This design comes from an exercise in tuning for small area, a short achievable clock period and few clock cycles on the open sky130 flow, not from production work.
Power is estimated from default activity; no workload was simulated.

==> inputs of job 4394 <==
Design single_cycle_risc, start of the top module:
module single_cycle_risc (
  input         clk,
  input         rst,
  output [31:0] imem_addr,
  input  [31:0] imem_data,
  output        wb_valid,
  output [4:0]  wb_rd,
  output [31:0] wb_data
);
reg [31:0] pc_f;
reg        v_x;          
reg [31:0] a_r, b_r;     
reg        fx1, fx2;     
reg [31:0] imm_r;        
reg [31:0] alt_r;        
reg [4:0]  rd_x;
reg [2:0]  f3_x;         
reg [2:0]  op_x;         
reg        x_load, x_store, x_branch, x_jalr, x_link, x_wr, x_use2, x_sub, x_sra, x_pt;
reg        wb_valid_r;   
reg [4:0]  wb_rd_r;
reg [31:0] wb_data_r;
reg        w2_valid;     
reg [4:0]  w2_rd;
reg [31:0] w2_data;
assign imem_addr = pc_f;
assign wb_valid  = wb_valid_r;
assign wb_rd     = wb_rd_r;
assign wb_data   = wb_data_r;
wire [31:0] ins = imem_data;
wire [4:0]  f_op  = ins[6:2];
wire [2:0]  f_f3  = ins[14:12];
wire [4:0]  f_rd  = ins[11:7];
wire [4:0]  f_rs1 = ins[19:15];
wire [4:0]  f_rs2 = ins[24:20];
wire f_load   = (f_op == 5'b00000);
wire f_store  = (f_op == 5'b01000);
wire f_branch = (f_op == 5'b11000);
wire f_jalr   = (f_op == 5'b11001);
wire f_jal    = (f_op == 5'b11011);
wire f_opimm  = (f_op == 5'b00100);
wire f_opr    = (f_op == 5'b01100);
wire f_auipc  = (f_op == 5'b00101);
wire f_lui    = (f_op == 5'b01101);
wire f_arith  = f_opimm | f_opr;
reg [1023:32] rf;
wire        w2_eff = w2_valid & ~(wb_valid_r & (wb_rd_r == w2_rd));
wire [31:0] wdec  = {31'b0, wb_valid_r} << wb_rd_r;
wire [31:0] w2dec = {31'b0, w2_valid} << w2_rd;
wire        byp1  = wb_valid_r & (wb_rd_r == f_rs1);
wire        byp2  = wb_valid_r & (wb_rd_r == f_rs2);
wire        byq1  = w2_eff & (w2_rd == f_rs1);
wire        byq2  = w2_eff & (w2_rd == f_rs2);
wire [33:0] s1;
wire [32:0] s2;
genvar r;
generate
  for (r = 1; r < 32; r = r + 1) begin : g_sel
    assign s1[r] = (f_rs1 == r) & ~wdec[r] & ~w2dec[r] & ~f_lui & ~f_auipc;
    assign s2[r] = (f_rs2 == r) & ~wdec[r] & ~w2dec[r];
  end
endgenerate
assign s1[0]  = byp1 & ~f_lui & ~f_auipc;
assign s1[32] = byq1 & ~f_lui & ~f_auipc;
assign s1[33] = f_auipc;
assign s2[0]  = byp2;
assign s2[32] = byq2;
wire [31:0] f_a, f_b;
generate
  for (r = 0; r < 32; r = r + 1) begin : g_rd
    wire [32:0] d = {w2_data[r], rf[32*31+r], rf[32*30+r], rf[32*29+r], rf[32*28+r],
  ...
clock: 25.0 ns
lec_check: 0
cap_margin: 30
cell_pad_in_sites_detail_placement: 1
cell_pad_in_sites_global_placement: 2
core_margin: 2
core_utilization: 30
place_density: 0.35
slew_margin: 30
synth_hierarchical: 1
standard.sh (not shown) runs the stock make flow with config.mk's settings and CLKGATE_MAP_FILE= SYNTH_SCRIPT=/design/flow/synth_recipe.tcl, a recipe that flattens the netlist after the stock synthesis.
==> flow/flow/run.sh <==
#!/bin/bash
# Layout: the standard ORFS flow (standard.sh), with
#  - timing repair aimed well below the design's clock period (a setup-slack
#    margin), so that the period the layout achieves gets optimised;
#  - port buffers of a stronger cell than the default delay buffer;
set -euo pipefail
CTS="-sink_clustering_enable -repair_clock_nets -sink_clustering_size 20 -sink_clustering_max_diameter 100 -dont_use_dummy_load -buf_list {sky130_fd_sc_hd__clkbuf_8 sky130_fd_sc_hd__clkbuf_16}"
bash standard.sh SETUP_SLACK_MARGIN=${MARGIN:-18.6} TNS_END_PERCENT=${TNS:-100} \
  "BUFFER_PORTS_ARGS=-buffer_cell sky130_fd_sc_hd__buf_4" "CTS_ARGS=$CTS" finish > standard_flow.log 2>&1
==> inputs of job 795, as changes to job 4394 <==
--- a/flow/design.v
+++ b/flow/design.v
@@ -15,14 +15,20 @@
 module add5 (
   input  [4:0] a,
   input  [4:0] b,
   output [4:0] s
 );
   assign s = a + b;
 endmodule
+module mux2c (
+  input  s, a1, a0,
+  output y
+);
+  assign y = s ? a1 : a0;
+endmodule
 module aoi222 (
   input  a0, b0, a1, b1, a2, b2,
   output y
 );
   assign y = ~((a0 & b0) | (a1 & b1) | (a2 & b2));
 endmodule
 module aoi22 (
@@ -67,30 +73,30 @@
   output y
 );
   assign y = ~(a & b);
 endmodule
 module sel34 (
   input  [33:0] s,
   input  [33:0] d,
-  output        y
+  output        yn
 );
   wire [11:0] n;
   genvar g;
   generate
     for (g = 0; g < 11; g = g + 1) begin : grp
       aoi222 u (.a0(s[3*g]), .b0(d[3*g]), .a1(s[3*g+1]), .b1(d[3*g+1]),
                 .a2(s[3*g+2]), .b2(d[3*g+2]), .y(n[g]));
     end
   endgenerate
   nand2x u11 (.a(s[33]), .b(d[33]), .y(n[11]));
   wire o0, o1, o2;
   nand4x q0 (.a(n[0]), .b(n[1]), .c(n[2]),  .d(n[3]),  .y(o0));
   nand4x q1 (.a(n[4]), .b(n[5]), .c(n[6]),  .d(n[7]),  .y(o1));
   nand4x q2 (.a(n[8]), .b(n[9]), .c(n[10]), .d(n[11]), .y(o2));
-  assign y = o0 | o1 | o2;
+  assign yn = ~(o0 | o1 | o2);
 endmodule
 module sel32 (
   input  [31:0] s,
   input  [31:0] d,
   output        y
 );
   wire [10:0] n;
@@ -126,22 +132,21 @@
   input  [31:0] imem_data,
   output        wb_valid,
   output [4:0]  wb_rd,
   output [31:0] wb_data
 );
 reg [31:0] pc_f;
 reg        v_x;          
-reg [31:0] a_r, b_r;     
-reg        fx1, fx2;     
-reg [31:0] imm_r;        
+reg [31:0] a_rn, b_rn;
+reg [4:0]  imm_r;        
 reg [31:0] alt_r;        
 reg [4:0]  rd_x;
 reg [2:0]  f3_x;         
 reg [2:0]  op_x;         
-reg        x_load, x_store, x_branch, x_jalr, x_link, x_wr, x_use2, x_sub, x_sra, x_pt;
+reg        x_load, x_store, x_branch, x_jalr, x_link, x_wr, x_sub, x_sra, x_pt;
 reg        wb_valid_r;   
 reg [4:0]  wb_rd_r;
 reg [31:0] wb_data_r;
 reg        w2_valid;     
 reg [4:0]  w2_rd;
 reg [31:0] w2_data;
 assign imem_addr = pc_f;
@@ -160,75 +165,88 @@
 wire f_jalr   = (f_op == 5'b11001);
 wire f_jal    = (f_op == 5'b11011);
 wire f_opimm  = (f_op == 5'b00100);
 wire f_opr    = (f_op == 5'b01100);
 wire f_auipc  = (f_op == 5'b00101);
 wire f_lui    = (f_op == 5'b01101);
 wire f_arith  = f_opimm | f_opr;
+wire        f_immu = ins[4] & ins[2];                
+wire        f_imms = ~ins[6] & ins[5] & ~ins[4];     
+wire [31:0] f_imm  = {f_immu ? ins[31:12] : {20{ins[31]}},
+                      f_immu ? 7'b0 : ins[31:25],
+                      f_immu ? 5'b0 : (f_imms ? ins[11:7] : ins[24:20])};
 reg [1023:32] rf;
 wire        w2_eff = w2_valid & ~(wb_valid_r & (wb_rd_r == w2_rd));
 wire [31:0] wdec  = {31'b0, wb_valid_r} << wb_rd_r;
 wire [31:0] w2dec = {31'b0, w2_valid} << w2_rd;
 wire        byp1  = wb_valid_r & (wb_rd_r == f_rs1);
 wire        byp2  = wb_valid_r & (wb_rd_r == f_rs2);
 wire        byq1  = w2_eff & (w2_rd == f_rs1);
 wire        byq2  = w2_eff & (w2_rd == f_rs2);
-wire [33:0] s1;
-wire [32:0] s2;
+wire        f_use2 = f_opr | f_branch | f_store;    
+wire [33:0] s1, s2;
 genvar r;
 generate
   for (r = 1; r < 32; r = r + 1) begin : g_sel
     assign s1[r] = (f_rs1 == r) & ~wdec[r] & ~w2dec[r] & ~f_lui & ~f_auipc;
-    assign s2[r] = (f_rs2 == r) & ~wdec[r] & ~w2dec[r];
+    assign s2[r] = (f_rs2 == r) & ~wdec[r] & ~w2dec[r] & f_use2;
   end
 endgenerate
 assign s1[0]  = byp1 & ~f_lui & ~f_auipc;
 assign s1[32] = byq1 & ~f_lui & ~f_auipc;
 assign s1[33] = f_auipc;
-assign s2[0]  = byp2;
-assign s2[32] = byq2;
-wire [31:0] f_a, f_b;
+assign s2[0]  = byp2 & f_use2;
+assign s2[32] = byq2 & f_use2;
+assign s2[33] = ~f_use2;
+wire [31:0] f_an, f_bn;    
 generate
   for (r = 0; r < 32; r = r + 1) begin : g_rd
     wire [32:0] d = {w2_data[r], rf[32*31+r], rf[32*30+r], rf[32*29+r], rf[32*28+r],
                      rf[32*27+r], rf[32*26+r], rf[32*25+r], rf[32*24+r], rf[32*23+r],
                      rf[32*22+r], rf[32*21+r], rf[32*20+r], rf[32*19+r], rf[32*18+r],
                      rf[32*17+r], rf[32*16+r], rf[32*15+r], rf[32*14+r], rf[32*13+r],
                      rf[32*12+r], rf[32*11+r], rf[32*10+r], rf[32*9+r],  rf[32*8+r],
                      rf[32*7+r],  rf[32*6+r],  rf[32*5+r],  rf[32*4+r],  rf[32*3+r],
                      rf[32*2+r],  rf[32*1+r],  wb_data_r[r]};
-    sel34 u1 (.s(s1), .d({pc_f[r], d}), .y(f_a[r]));
-    sel33 u2 (.s(s2), .d(d),            .y(f_b[r]));
+    sel34 u1 (.s(s1), .d({pc_f[r], d}),     .yn(f_an[r]));
+    sel34 u2 (.s(s2), .d({f_imm[r], d}),    .yn(f_bn[r]));
   end
 endgenerate
-wire        f_immu = ins[4] & ins[2];                
-wire        f_imms = ~ins[6] & ins[5] & ~ins[4];     
-wire [31:0] f_imm  = {f_immu ? ins[31:12] : {20{ins[31]}},
-                      f_immu ? 7'b0 : ins[31:25],
-                      f_immu ? 5'b0 : (f_imms ? ins[11:7] : ins[24:20])};
 wire [31:0] f_immb = {{19{ins[31]}}, ins[31], ins[7], ins[30:25], ins[11:8], 1'b0};
 wire [31:0] f_immj = {{11{ins[31]}}, ins[31], ins[19:12], ins[20], ins[30:21], 1'b0};
 wire [31:0] pc_seq = pc_f + 32'd4;
 wire [13:0] tb_lo;
 wire [21:0] tj_lo;
 add13 u_tb (.a(pc_f[12:0]), .b(f_immb[12:0]), .s(tb_lo));
 add21 u_tj (.a(pc_f[20:0]), .b(f_immj[20:0]), .s(tj_lo));
 wire [18:0] pb    = pc_f[31:13];
 wire [18:0] pb_p1 = pb + 19'd1;
 wire [18:0] pb_m1 = pb - 19'd1;
 wire [10:0] pj    = pc_f[31:21];
 wire [10:0] pj_p1 = pj + 11'd1;
 wire [10:0] pj_m1 = pj - 11'd1;
-wire [31:0] f_tgtb = {ins[31] ? (tb_lo[13] ? pb : pb_m1) : (tb_lo[13] ? pb_p1 : pb), tb_lo[12:0]};
-wire [31:0] f_tgtj = {ins[31] ? (tj_lo[21] ? pj : pj_m1) : (tj_lo[21] ? pj_p1 : pj), tj_lo[20:0]};
-wire [31:0] f_tgt  = f_jal ? f_tgtj : f_tgtb;
-wire        f_pt   = f_jal | (f_branch & ins[31]);
-wire [31:0] rv1 = fx1 ? wb_data_r : a_r;
-wire [31:0] rv2 = fx2 ? wb_data_r : b_r;
-wire [31:0] opb = x_use2 ? rv2 : imm_r;
+wire [18:0] hb1 = ins[31] ? pb : pb_p1;
+wire [18:0] hb0 = ins[31] ? pb_m1 : pb;
+wire [10:0] hj1 = ins[31] ? pj : pj_p1;
+wire [10:0] hj0 = ins[31] ? pj_m1 : pj;
+wire [31:0] f_tgtb, f_tgtj;
+assign f_tgtb[12:0] = tb_lo[12:0];
+assign f_tgtj[20:0] = tj_lo[20:0];
+genvar t;
+generate
+  for (t = 13; t < 32; t = t + 1) begin : g_tb
+    mux2c u (.s(tb_lo[13]), .a1(hb1[t-13]), .a0(hb0[t-13]), .y(f_tgtb[t]));
+  end
+  for (t = 21; t < 32; t = t + 1) begin : g_tj
+    mux2c u (.s(tj_lo[21]), .a1(hj1[t-21]), .a0(hj0[t-21]), .y(f_tgtj[t]));
+  end
+endgenerate
+wire [31:0] rv1 = ~a_rn;
+wire [31:0] rv2 = ~b_rn;
+wire [31:0] opb = rv2;
 wire [32:0] sum = {1'b0, rv1} + {1'b0, opb ^ {32{x_sub}}} + {32'b0, x_sub};
 wire        ltu = ~sum[32];
 wire        lts = (rv1[31] ^ opb[31]) ? rv1[31] : sum[31];
 wire        eq  = (rv1 == rv2);
 wire        sh_left = ~op_x[2];
 wire [31:0] sh_in;
 wire [31:0] sh_out;
@@ -254,18 +272,16 @@
     3'b100: alu = rv1 ^ opb;
     3'b101: alu = sh_out;
     3'b110: alu = rv1 | opb;
     default: alu = rv1 & opb;
   endcase
 end
 reg  [255:0] dm;
-wire [4:0]  addr_a, addr_w;
-add5 u_aa (.a(a_r[4:0]),       .b(imm_r[4:0]), .s(addr_a));
-add5 u_aw (.a(wb_data_r[4:0]), .b(imm_r[4:0]), .s(addr_w));
-wire [4:0]  addr = fx1 ? addr_w : addr_a;
+wire [4:0]  addr;
+add5 u_aa (.a(rv1[4:0]), .b(imm_r[4:0]), .s(addr));
 wire [2:0]  aw   = addr[4:2];
 wire [1:0]  ao   = addr[1:0];
 wire [7:0] ws0 = 8'b1 << aw;
 wire [7:0] ws1 = {ws0[6:0], ws0[7]};
 wire [7:0] lane_s [0:3];
 assign lane_s[0] = (ao == 2'd0) ? ws0 : ws1;
 assign lane_s[1] = (ao <= 2'd1) ? ws0 : ws1;
@@ -313,43 +329,46 @@
       if (st_en & lane_en[sj] & lane_s[sj][sw])
         dm[8*(sw*4+sj) +: 8] <= st_data[sj*8 +: 8];
 end
 wire        taken    = f3_x[2] ? ((f3_x[1] ? ltu : lts) ^ f3_x[0]) : (eq ^ f3_x[0]);
 wire        redirect = v_x & (x_jalr | (x_branch & (taken ^ x_pt)));
 wire [31:0] npc      = x_jalr ? {sum[31:1], 1'b0} : alt_r;
 wire        rf_we    = v_x & x_wr;
+wire        sel_npc = redirect;
+wire        sel_tj  = ~redirect & f_jal;
+wire        sel_tb  = ~redirect & f_branch & ins[31];
+wire        sel_seq = ~redirect & ~f_jal & ~(f_branch & ins[31]);
+wire [31:0] pc_next = ({32{sel_npc}} & npc) | ({32{sel_tj}} & f_tgtj) |
+                      ({32{sel_tb}} & f_tgtb) | ({32{sel_seq}} & pc_seq);
 wire [31:0] result = x_load ? ld_val : (x_link ? alt_r : alu);
 always @(posedge clk) begin
   if (rst) begin
     pc_f       <= 32'b0;
     v_x        <= 1'b0;
     wb_valid_r <= 1'b0;
     w2_valid   <= 1'b0;
   end else begin
     w2_valid   <= wb_valid_r;
-    pc_f       <= redirect ? npc : (f_pt ? f_tgt : pc_seq);
+    pc_f       <= pc_next;
     v_x        <= ~redirect;
     wb_valid_r <= rf_we;
   end
-  a_r      <= f_a;
-  b_r      <= f_b;
-  fx1      <= rf_we & (rd_x == f_rs1) & ~f_lui & ~f_auipc;
-  fx2      <= rf_we & (rd_x == f_rs2);
-  imm_r    <= f_imm;
-  alt_r    <= (f_branch & ~ins[31]) ? f_tgtb : pc_seq;
+  a_rn     <= (rf_we & (rd_x == f_rs1) & ~f_lui & ~f_auipc) ? ~result : f_an;
+  b_rn     <= (rf_we & (rd_x == f_rs2) & f_use2) ? ~result : f_bn;
+  imm_r    <= f_imms ? ins[11:7] : ins[24:20];
+  alt_r    <= ({32{f_branch & ~ins[31]}} & f_tgtb) | ({32{~(f_branch & ~ins[31])}} & pc_seq);
   rd_x     <= f_rd;
   f3_x     <= f_f3;
   op_x     <= f_arith ? f_f3 : 3'b000;
   x_load   <= f_load;
   x_store  <= f_store;
   x_branch <= f_branch;
   x_jalr   <= f_jalr;
   x_link   <= f_jal | f_jalr;
   x_wr     <= (f_load | f_jalr | f_jal | f_arith | f_auipc | f_lui) & (f_rd != 5'd0);
-  x_use2   <= f_opr | f_branch;
   x_sub    <= f_branch | (f_opr & ins[30] & (f_f3 == 3'b000)) | (f_arith & (f_f3[2:1] == 2'b01));
   x_sra    <= f_arith & ins[30] & (f_f3 == 3'b101);
   x_pt     <= f_branch & ins[31];
   wb_rd_r   <= rd_x;
   wb_data_r <= result;
   w2_rd     <= wb_rd_r;
   w2_data   <= wb_data_r;
==> flow/flow/run.sh (replaced) <==
#!/bin/bash
# Layout: the standard ORFS flow (standard.sh), with
#  - timing repair aimed well below the design's clock period (a setup-slack
#    margin), so that the period the layout achieves gets optimised;
#  - port buffers of a stronger cell than the default delay buffer;
set -euo pipefail
CTS="-sink_clustering_enable -repair_clock_nets -sink_clustering_size 20 -sink_clustering_max_diameter 100 -dont_use_dummy_load -buf_list {sky130_fd_sc_hd__clkbuf_8 sky130_fd_sc_hd__clkbuf_16}"
bash standard.sh SETUP_SLACK_MARGIN=${MARGIN:-18.5} TNS_END_PERCENT=${TNS:-0} \
  "BUFFER_PORTS_ARGS=-buffer_cell sky130_fd_sc_hd__buf_4" "CTS_ARGS=$CTS" finish > standard_flow.log 2>&1
CORE_UTILIZATION = 40   (was 30)
PLACE_DENSITY = 0.5   (was 0.35)
==> inputs of job 5139, as changes to job 4394 <==
==> flow/flow/run.sh (replaced) <==
#!/bin/bash
# Layout: the standard ORFS flow (standard.sh), with
#  - timing repair aimed well below the design's clock period (a setup-slack
#    margin), so that the period the layout achieves gets optimised;
#  - port buffers of a stronger cell than the default delay buffer;
set -euo pipefail
CTS="-sink_clustering_enable -repair_clock_nets -sink_clustering_size 20 -sink_clustering_max_diameter 100 -dont_use_dummy_load -buf_list {sky130_fd_sc_hd__clkbuf_8 sky130_fd_sc_hd__clkbuf_16}"
bash standard.sh SETUP_SLACK_MARGIN=${MARGIN:-18.5} TNS_END_PERCENT=${TNS:-0} \
  "BUFFER_PORTS_ARGS=-buffer_cell sky130_fd_sc_hd__buf_4" "CTS_ARGS=$CTS" finish > standard_flow.log 2>&1
==> notes.md <==
| metric | job 5139 | job 795 | job 4394 |
|---|---|---|---|
| Pin count of the biggest net entering global routing | 67 | 65 | 65 |
| Transition at the pin with the smallest max-transition slack | 985.7 ps | 996.1 ps | 1031 ps |
| Data arrival at the endpoint of the critical path | 8420 ps | 8060 ps | 8200 ps |
| Start point of the worst min-delay path | rd_x[3] | rd_x[0] | rd_x[3] |
| Destination of the worst hold path | wb_rd_r[3] | wb_rd_r[0] | wb_rd_r[3] |
| Post-Place Worst Slack | 15640 ps | 15930 ps | 16080 ps |
| Post-route clock skew | 160.8 ps | 89.60 ps | 165.3 ps |
| Fraction of cell area in non-clock buffers | 3.941% | 4.994% | 8.232% |
| Flip-flop and latch power | 3.23 mW | 3.18 mW | 3.26 mW |
| Placed Instances | 8896 | 7699 | 8895 |
| R2R Path Start | fx1 | a_rn[0] | fx2 |
| Final period util | 31.16% | 29.41% | 30.52% |
| Core region area | 239900 um^2 | 176500 um^2 | 239900 um^2 |
| Power in the clock group | 1.54 mW | 1.44 mW | 1.53 mW |
| Result of the run | no timing/DRC/antenna violations | no timing/DRC/antenna violations | no timing/DRC/antenna violations |
| # resized after CTS | 43 | 233 | 558 |
| Reported net switching power | 2.521 mW | 2.263 mW | 2.479 mW |
No functional check of the RTL was part of any run of this note.

-- afterwards: timing with drivers on the ports --
How much do the figures lean on ideal ports? The routed layouts below were timed once more, with nothing changed but the port constraints.
Step 1 (the two cells are an assumption about what drives the block):
set clk [get_ports {clk}]
set_driving_cell -lib_cell sky130_fd_sc_hd__clkbuf_16 $clk
set_driving_cell -lib_cell sky130_fd_sc_hd__buf_2 [delete_from_list [all_inputs] $clk]
Step 2 adds t to the input delays and takes it off the output delays; t is the mean of the earliest and latest rising clock arrival at the registers after step 1. Input paths then give back, and output paths get back, about the clock's delay inside the block.
Three values: no drivers, after step 1, after step 2; two values: the first two.
| run | t, ns | slack for setup (ns) | worst hold slack (ns) | worst setup path at the end | worst register clock-pin slew, ns |
|---|---|---|---|---|---|
| job 4394 | 0.823 | 17.371 / 17.405 / 16.583 | 0.294 / 0.294 / 0.294 | input to register | 0.09 / 0.09 |
| job 795 | 0.822 | 17.648 / 17.680 / 16.859 | 0.422 / 0.422 / 0.422 | input to register | 0.09 / 0.09 |
| job 5139 | 0.843 | 17.210 / 17.283 / 16.440 | 0.416 / 0.416 / 0.416 | input to register | 0.09 / 0.09 |
After both steps setup and hold are still met in every run listed. For job 795, which loses most, drivers alone change the setup slack by +0.032 ns; drivers and shift together by -0.789 ns.
